This is an optimization exercise on Yosys and OpenROAD, whose aim is small area, not a production implementation.
At most, simulation tests tie the RTL to the original design; equivalence was not proved.
No activity file was given, so power comes from the tool's default toggle rates.

==> 09-27 <==
==> flow/design.v (excerpt) <==
module Pipeline(input clk, input rst, input [31:0] Inst, readData_Mem,
		output [31:0] adr_inst, adr_Mem, writeData_Mem,
		output memWrite, memRead);
clock: 8.0 ns
lec_check: 0
cap_margin: 10
core_margin: 2
core_utilization: 55
place_density: 0.7
slew_margin: 10
synth_hierarchical: 1
synth_minimum_keep_size: 0
standard.sh (not shown) runs the stock make flow with config.mk's settings and CLKGATE_MAP_FILE= SYNTH_SCRIPT=/design/flow/synth_recipe.tcl, a recipe that flattens the netlist after the stock synthesis.
==> flow/flow/run.sh <==
#!/bin/bash
# Layout flow: the standard synthesis unchanged, then the standard ORFS
# steps with these changes:
#  - port buffers are buf_1 instead of the resizer's default choice
#  - clock tree from clkbuf_8 buffers, without dummy loads
# Each step's full output goes to the ORFS logs under orfs/logs, and the
# output of each make call to a log file here.
set -uo pipefail
bash standard.sh synth > make_synth.log 2>&1 || exit 1
export BUFFER_PORTS_ARGS="-buffer_cell sky130_fd_sc_hd__buf_1"
export CTS_ARGS="-sink_clustering_enable -repair_clock_nets -dont_use_dummy_load -buf_list sky130_fd_sc_hd__clkbuf_8 -sink_clustering_size 16 -sink_clustering_max_diameter 60"
bash standard.sh MATCH_CELL_FOOTPRINT=0 finish > make_layout.log 2>&1 || exit 1
==> 05-06: changes against 09-27 <==
--- a/flow/design.v
+++ b/flow/design.v
@@ -51,56 +51,16 @@
 	end endgenerate
 	nand2m a31(s[31], d[31], n[10]);
 	wire p0, p1, p2;
 	nand4m c0(n[0], n[1], n[2], n[3], p0);
 	nand4m c1(n[4], n[5], n[6], n[7], p1);
 	nand3m c2(n[8], n[9], n[10], p2);
 	or3m c3(p0, p1, p2, y);
 endmodule
-module rdec(input [4:0] a, output [31:1] y);
-	wire [4:0] an;
-	wire [3:0] ph;       
-	wire [7:0] pl;       
-	genvar i;
-	generate for (i = 0; i < 5; i = i + 1) begin : I
-		invm iv(a[i], an[i]);
-	end endgenerate
-	nand2m h0(an[4], an[3], ph[0]);
-	nand2m h1(an[4], a[3], ph[1]);
-	nand2m h2(a[4], an[3], ph[2]);
-	nand2m h3(a[4], a[3], ph[3]);
-	generate for (i = 0; i < 8; i = i + 1) begin : L
-		nand3m l(((i >> 2) & 1) ? a[2] : an[2], ((i >> 1) & 1) ? a[1] : an[1], (i & 1) ? a[0] : an[0], pl[i]);
-	end endgenerate
-	generate for (i = 1; i < 32; i = i + 1) begin : Y
-		nor2m g(ph[i >> 3], pl[i & 7], y[i]);
-	end endgenerate
-endmodule
-module wdec(input [4:0] a, input we, rst, output [31:1] y);
-	wire [4:0] an;
-	wire rn;
-	wire [3:0] ph;       
-	wire [7:0] pl;       
-	genvar i;
-	generate for (i = 0; i < 5; i = i + 1) begin : I
-		invm iv(a[i], an[i]);
-	end endgenerate
-	invm ir(rst, rn);
-	nand3m h0(we, an[4], an[3], ph[0]);
-	nand3m h1(we, an[4], a[3], ph[1]);
-	nand3m h2(we, a[4], an[3], ph[2]);
-	nand3m h3(we, a[4], a[3], ph[3]);
-	generate for (i = 0; i < 8; i = i + 1) begin : L
-		nand3m l(((i >> 2) & 1) ? a[2] : an[2], ((i >> 1) & 1) ? a[1] : an[1], (i & 1) ? a[0] : an[0], pl[i]);
-	end endgenerate
-	generate for (i = 1; i < 32; i = i + 1) begin : Y
-		oai21 g(ph[i >> 3], pl[i & 7], rn, y[i]);
-	end endgenerate
-endmodule
 module ALU(input [31:0] wbv, mema, rd1, rd2, input [15:0] imm,
 		input sAw, sAm, sAr, sBw, sBm, sBi, sBr,
 		input sub, selS, selXo, selAo, selSlt, selLg,
 		output [31:0] lo, output hi);
 	wire [32:0] c;       
 	wire [31:0] px;      
 	wire nselAo, nselXo;
 	wire nImmHi;
@@ -283,25 +243,29 @@
 	wire e_wr = e_rw && e_dest != 5'd0;
 	wire e_jmp = e_j | e_jal;
 	wire [5:0] id_op = id_inst[31:26];
 	wire [4:0] id_rs = id_inst[25:21];
 	wire [4:0] id_rt = id_inst[20:16];
 	wire [31:0] rd1, rd2;
 	wire [31:0] mem_val;
 	reg [32*32-1:32] rf;
+	reg [31:1] rf_valid;
 	wire [31:1] sel1, sel2, rf_we;
-	rdec D1(id_rs, sel1);
-	rdec D2(id_rt, sel2);
-	wdec DW(mem_dest, mem_wr, rst, rf_we);
 	genvar gi, gb;
 	generate
 		for (gi = 1; gi < 32; gi = gi + 1) begin : RSEL
-			always @(posedge clk)
+			assign sel1[gi] = rf_valid[gi] && id_rs == gi;
+			assign sel2[gi] = rf_valid[gi] && id_rt == gi;
+			assign rf_we[gi] = mem_wr && mem_dest == gi;
+			always @(posedge clk) begin
 				if (rf_we[gi]) rf[32*gi +: 32] <= mem_val;
+				if (rst) rf_valid[gi] <= 1'b0;
+				else if (rf_we[gi]) rf_valid[gi] <= 1'b1;
+			end
 		end
 		for (gb = 0; gb < 32; gb = gb + 1) begin : RBIT
 			wire [31:1] col;
 			for (gi = 1; gi < 32; gi = gi + 1) begin : C
 				assign col[gi] = rf[32*gi + gb];
 			end
 			rf_rdbit r1(sel1, col, rd1[gb]);
 			rf_rdbit r2(sel2, col, rd2[gb]);
@@ -330,17 +294,17 @@
 	auxmux AX(ex_pc4, ex_rt, ex_imm, mem_alu, ex_rd2,
 		e_jal, e_lui, e_mflo, !(e_jal | e_lui | e_mflo | e_mfhi), e_mfhi & mem_hi, aux);
 	wire [31:2] pc_inc;
 	inc30 PI(pc, pc_inc);
 	wire [31:2] pc_next;
 	pcmux PM(ex_rd1[29:0], {ex_pc4[31:28], ex_imm[10:0], ex_rs, ex_rt, ex_imm[15:11]}, btarget, pc_inc,
 		!rst && e_jr, !rst && e_jmp, !rst && take && !e_jr && !e_jmp, !rst && !take && !e_jr && !e_jmp,
 		pc_next);
-	wbmux WM(readData_Mem, mem_alu, mem_aux, !rst && mem_rd, !rst && mem_isalu, !rst && !(mem_rd | mem_isalu), mem_val);
+	wbmux WM(readData_Mem, mem_alu, mem_aux, mem_rd, mem_isalu, !(mem_rd | mem_isalu), mem_val);
 	always @(posedge clk) begin
 		if (rst || !stall) pc <= pc_next;
 		if (rst || flush) id_inst <= 32'd0;
 		else if (!stall) id_inst <= Inst;
 		if (!stall) id_pc4 <= pc_inc;
 		ex_op <= (rst || stall) ? 6'd0 : id_op;
 		ex_rs <= id_rs;
 		ex_rt <= id_rt;
==> flow/flow/run.sh (replaced) <==
#!/bin/bash
# Layout flow: the standard synthesis unchanged, then the standard ORFS
# steps with these changes:
#  - port buffers are buf_1 instead of the resizer's default choice
#  - clock tree from clkbuf_8 buffers, without dummy loads


# Each step's full output goes to the ORFS logs under orfs/logs, and the
# output of each make call to a log file here.
set -uo pipefail
bash standard.sh synth > make_synth.log 2>&1 || exit 1
export BUFFER_PORTS_ARGS="-buffer_cell sky130_fd_sc_hd__buf_1"
export CTS_ARGS="-sink_clustering_enable -repair_clock_nets -dont_use_dummy_load -buf_list sky130_fd_sc_hd__clkbuf_8 -sink_clustering_size 16 -sink_clustering_max_diameter 80"

bash standard.sh MATCH_CELL_FOOTPRINT=0 finish > make_layout.log 2>&1 || exit 1
CORE_UTILIZATION = 40   (was 55)
PLACE_DENSITY = 0.6   (was 0.7)
==> metrics.md <==
| Metric | Value |
|---|---|
| Synthesized-area fraction occupied by and/or/nand/nor cells | 9.02% |
| Share of cell area taken by multi-input logic gates | between 20% and 30% |
| Run status | finished clean |
| Hpwl dp | 128000 µm |
-- figures above: 05-06

==> metrics.md <==
| Metric | Value |
|---|---|
| Clock latency reported for the late side of the worst-skew pair | between 0.8 and 0.9 ns |
| Run status | finished clean |
| Synthesized-area fraction occupied by and/or/nand/nor cells | 8.10% |
| Share of cell area taken by multi-input logic gates | 27.9% |
| Clock network share of area | 2.33% |
-- figures above: 09-27

Only the layout flow was run in 05-06; the RTL was not checked for function there.

==> v8 <==
Pipeline, a different RTL version from the one above (not shown whole).
Design Pipeline, start of the top module:
module Pipeline(input clk, input rst, input [31:0] Inst, readData_Mem,
		output [31:0] adr_inst, adr_Mem, writeData_Mem,
		output memWrite, memRead);
clock: 8.0 ns
lec_check: 0
cap_margin: 10
core_margin: 2
core_utilization: 40
place_density: 0.6
slew_margin: 10
synth_hierarchical: 1
synth_minimum_keep_size: 0
==> flow/flow/run.sh <==
#!/bin/bash
# Layout flow: the standard synthesis unchanged, then the standard ORFS
# steps with these changes:
#  - port buffers are buf_1 instead of the resizer's default choice
#  - clock tree from clkbuf_8 buffers, without dummy loads
# Each step's full output goes to the ORFS logs under orfs/logs, and the
# output of each make call to a log file here.
set -uo pipefail
bash standard.sh synth > make_synth.log 2>&1 || exit 1
export BUFFER_PORTS_ARGS="-buffer_cell sky130_fd_sc_hd__buf_1"
export CTS_ARGS="-sink_clustering_enable -repair_clock_nets -dont_use_dummy_load -buf_list sky130_fd_sc_hd__clkbuf_8 -sink_clustering_size 16 -sink_clustering_max_diameter 80"
bash standard.sh MATCH_CELL_FOOTPRINT=0 finish > make_layout.log 2>&1 || exit 1
==> v22 (differences from v8) <==
--- a/flow/design.v
+++ b/flow/design.v
@@ -219,15 +219,14 @@
 	reg [31:2] id_pc4;
 	reg [5:0] ex_op;
 	reg [4:0] ex_rs, ex_rt;
 	reg [15:0] ex_imm;
 	reg [31:0] ex_rd1, ex_rd2;
 	reg [31:2] ex_pc4;
 	reg ex_sAw, ex_sAm, ex_sAr, ex_sBw, ex_sBm, ex_sBi, ex_sBr;
-	reg ex_sub;          
 	reg [31:0] mem_alu, mem_aux;
 	reg mem_hi;
 	reg [4:0] mem_dest;
 	reg mem_wr, mem_rd, mem_we, mem_isalu;
 	reg [31:0] wb_val;
 	wire e_addi = ex_op == OP_ADDI, e_add = ex_op == OP_ADD, e_sub = ex_op == OP_SUB,
 		e_and = ex_op == OP_AND, e_or = ex_op == OP_OR, e_xor = ex_op == OP_XOR,
@@ -244,23 +243,27 @@
 	wire e_jmp = e_j | e_jal;
 	wire [5:0] id_op = id_inst[31:26];
 	wire [4:0] id_rs = id_inst[25:21];
 	wire [4:0] id_rt = id_inst[20:16];
 	wire [31:0] rd1, rd2;
 	wire [31:0] mem_val;
 	reg [32*32-1:32] rf;
+	reg [31:1] rf_valid;
 	wire [31:1] sel1, sel2, rf_we;
 	genvar gi, gb;
 	generate
 		for (gi = 1; gi < 32; gi = gi + 1) begin : RSEL
-			assign sel1[gi] = id_rs == gi;
-			assign sel2[gi] = id_rt == gi;
-			assign rf_we[gi] = rst || (mem_wr && mem_dest == gi);
-			always @(posedge clk)
+			assign sel1[gi] = rf_valid[gi] && id_rs == gi;
+			assign sel2[gi] = rf_valid[gi] && id_rt == gi;
+			assign rf_we[gi] = mem_wr && mem_dest == gi;
+			always @(posedge clk) begin
 				if (rf_we[gi]) rf[32*gi +: 32] <= mem_val;
+				if (rst) rf_valid[gi] <= 1'b0;
+				else if (rf_we[gi]) rf_valid[gi] <= 1'b1;
+			end
 		end
 		for (gb = 0; gb < 32; gb = gb + 1) begin : RBIT
 			wire [31:1] col;
 			for (gi = 1; gi < 32; gi = gi + 1) begin : C
 				assign col[gi] = rf[32*gi + gb];
 			end
 			rf_rdbit r1(sel1, col, rd1[gb]);
@@ -280,26 +283,26 @@
 	wire id_imm = !stall && (id_op == OP_ADDI || id_op == OP_SLTI || id_op == OP_LW || id_op == OP_SW);
 	wire e_lg = e_and | e_or | e_xor;
 	wire e_slts = e_slt | e_slti;
 	wire [31:0] alu_lo;
 	wire alu_hi;
 	ALU EXE(wb_val, mem_alu, ex_rd1, ex_rd2, ex_imm,
 		ex_sAw, ex_sAm, ex_sAr, ex_sBw, ex_sBm, ex_sBi, ex_sBr,
-		ex_sub, !(e_lg | e_slts | e_beq | e_bne), e_xor | e_or, e_and | e_or, e_slts, e_lg,
+		e_sub | e_slts, !(e_lg | e_slts | e_beq | e_bne), e_xor | e_or, e_and | e_or, e_slts, e_lg,
 		alu_lo, alu_hi);
 	wire [31:0] aux;
 	auxmux AX(ex_pc4, ex_rt, ex_imm, mem_alu, ex_rd2,
 		e_jal, e_lui, e_mflo, !(e_jal | e_lui | e_mflo | e_mfhi), e_mfhi & mem_hi, aux);
 	wire [31:2] pc_inc;
 	inc30 PI(pc, pc_inc);
 	wire [31:2] pc_next;
 	pcmux PM(ex_rd1[29:0], {ex_pc4[31:28], ex_imm[10:0], ex_rs, ex_rt, ex_imm[15:11]}, btarget, pc_inc,
 		!rst && e_jr, !rst && e_jmp, !rst && take && !e_jr && !e_jmp, !rst && !take && !e_jr && !e_jmp,
 		pc_next);
-	wbmux WM(readData_Mem, mem_alu, mem_aux, !rst && mem_rd, !rst && mem_isalu, !rst && !(mem_rd | mem_isalu), mem_val);
+	wbmux WM(readData_Mem, mem_alu, mem_aux, mem_rd, mem_isalu, !(mem_rd | mem_isalu), mem_val);
 	always @(posedge clk) begin
 		if (rst || !stall) pc <= pc_next;
 		if (rst || flush) id_inst <= 32'd0;
 		else if (!stall) id_inst <= Inst;
 		if (!stall) id_pc4 <= pc_inc;
 		ex_op <= (rst || stall) ? 6'd0 : id_op;
 		ex_rs <= id_rs;
@@ -311,15 +314,14 @@
 		ex_sAw <= fa_wb;
 		ex_sAm <= !fa_wb && fa_mem;
 		ex_sAr <= !fa_wb && !fa_mem;
 		ex_sBw <= fb_wb;
 		ex_sBm <= !fb_wb && fb_mem;
 		ex_sBi <= !fb_wb && !fb_mem && id_imm;
 		ex_sBr <= !fb_wb && !fb_mem && !id_imm;
-		ex_sub <= !stall && (id_op == OP_SUB || id_op == OP_SLT || id_op == OP_SLTI);
 		mem_alu <= alu_lo;
 		mem_hi <= alu_hi;
 		mem_aux <= aux;
 		mem_dest <= e_dest;
 		mem_wr <= !rst && e_wr;
 		mem_rd <= !rst && e_lw;
 		mem_we <= !rst && e_sw;
==> flow/flow/run.sh (replaced) <==
#!/bin/bash
# Layout flow: the standard synthesis unchanged, then the standard ORFS
# steps with these changes:
#  - port buffers are buf_1 instead of the resizer's default choice
#  - clock tree synthesis without dummy loads
#  - power recovery (downsizing of gates off the critical paths), with cells
#    free to change footprint
# Each step's full output goes to the ORFS logs under orfs/logs, and the
# output of each make call to a log file here.
set -uo pipefail
bash standard.sh synth > make_synth.log 2>&1 || exit 1
export BUFFER_PORTS_ARGS="-buffer_cell sky130_fd_sc_hd__buf_1"
export CTS_ARGS="-sink_clustering_enable -repair_clock_nets -dont_use_dummy_load"
export RECOVER_POWER=100
bash standard.sh MATCH_CELL_FOOTPRINT=0 finish > make_layout.log 2>&1 || exit 1
- CAP_MARGIN: 10 -> 20
- CORE_UTILIZATION: 40 -> 45
- SLEW_MARGIN: 10 -> 20
==> v9 (differences from v8) <==
- CORE_UTILIZATION: 40 -> 55
- PLACE_DENSITY: 0.6 -> 0.7
==> qor summary <==
                                                                                                                          v22              v8              v9
Number of design-rule violations left by the first detailed-router iteration                                            9,731          10,300          10,800
Crit path buf inv count                                                                                                     3               0               1
Non-clock buffer contribution to total cell area                                                                        2.88%           3.47%           2.97%
Max capacitance violation total                                                                                            62               0               0
Total non-filler cell area in the finished layout                                                                  0.0618 mm2      0.0595 mm2      0.0584 mm2
Clock buffer count                                                                                                        142              94              92
Layout Nets                                                                                                             4,207           4,108           4,066
Post-synthesis average cell area                                                                                     14.8 um2        14.7 um2        14.7 um2
Via count                                                                                                              41,500          41,700          41,400
CP Data Required Time                                                                                                 8570 ps         8700 ps         8690 ps
Power dissipated in the clock network                                                                                 5.60 mW         3.19 mW         3.12 mW
Result of the run                                                                                    finished with violations  finished clean  finished clean
Reasons for failing layout checks                                             max-capacitance violations, max-slew violations               -               -
Post-detailed-route via-to-cell ratio                                                                                    7.21            7.18            7.84
Maximum fanout along the worst path                                                                                        17               4              31
DRT Wirelength                                                                                                     209,000 um      216,000 um      198,000 um
GR Layer Usage met2                                                                                                     50.3%           45.9%           57.8%
Clock distribution area overhead in the final layout                                                                    5.75%           2.17%           2.17%
GR Util All Layers                                                                                                      33.1%           30.4%           38.8%
Initial core utilization                                                                                                45.3%           40.2%           55.4%

[afterwards: timing with drivers on the ports]
The flow's constraints put no driver on any port. The routed layouts listed below were extracted and timed again, unchanged, in two steps.
Step 1 (the two cells are an assumption about what drives the block):
set clk [get_ports {clk}]
set_driving_cell -lib_cell sky130_fd_sc_hd__clkbuf_16 $clk
set_driving_cell -lib_cell sky130_fd_sc_hd__buf_2 [delete_from_list [all_inputs] $clk]
Step 2 times the ports against the registers' clock, not the clock port: input delays grow and output delays shrink by t, the midpoint of the rising clock arrivals with the driver on.
a / b / c = ideal / step 1 / step 2; a / b = the first two.
| run | t, ns | slack for setup (ns) | hold slack, ns | worst slew at a driven data input, ns | pins driven straight from the clock port |
|---|---|---|---|---|---|
| 09-27 | 0.855 | 0.538 / 0.538 / 0.538 | 0.366 / 0.366 / 0.366 | 0.05 | 1 |
| 05-06 | 0.861 | 0.709 / 0.709 / 0.709 | 0.391 / 0.391 / 0.391 | 0.06 | 1 |
| v8 | 0.856 | 0.649 / 0.649 / 0.649 | 0.323 / 0.323 / 0.323 | 0.10 | 1 |
| v22 | 0.807 | 0.319 / 0.319 / 0.319 | 0.360 / 0.360 / 0.360 | 0.10 | 1 |
| v9 | 0.849 | 0.678 / 0.678 / 0.678 | 0.383 / 0.383 / 0.383 | 0.06 | 1 |
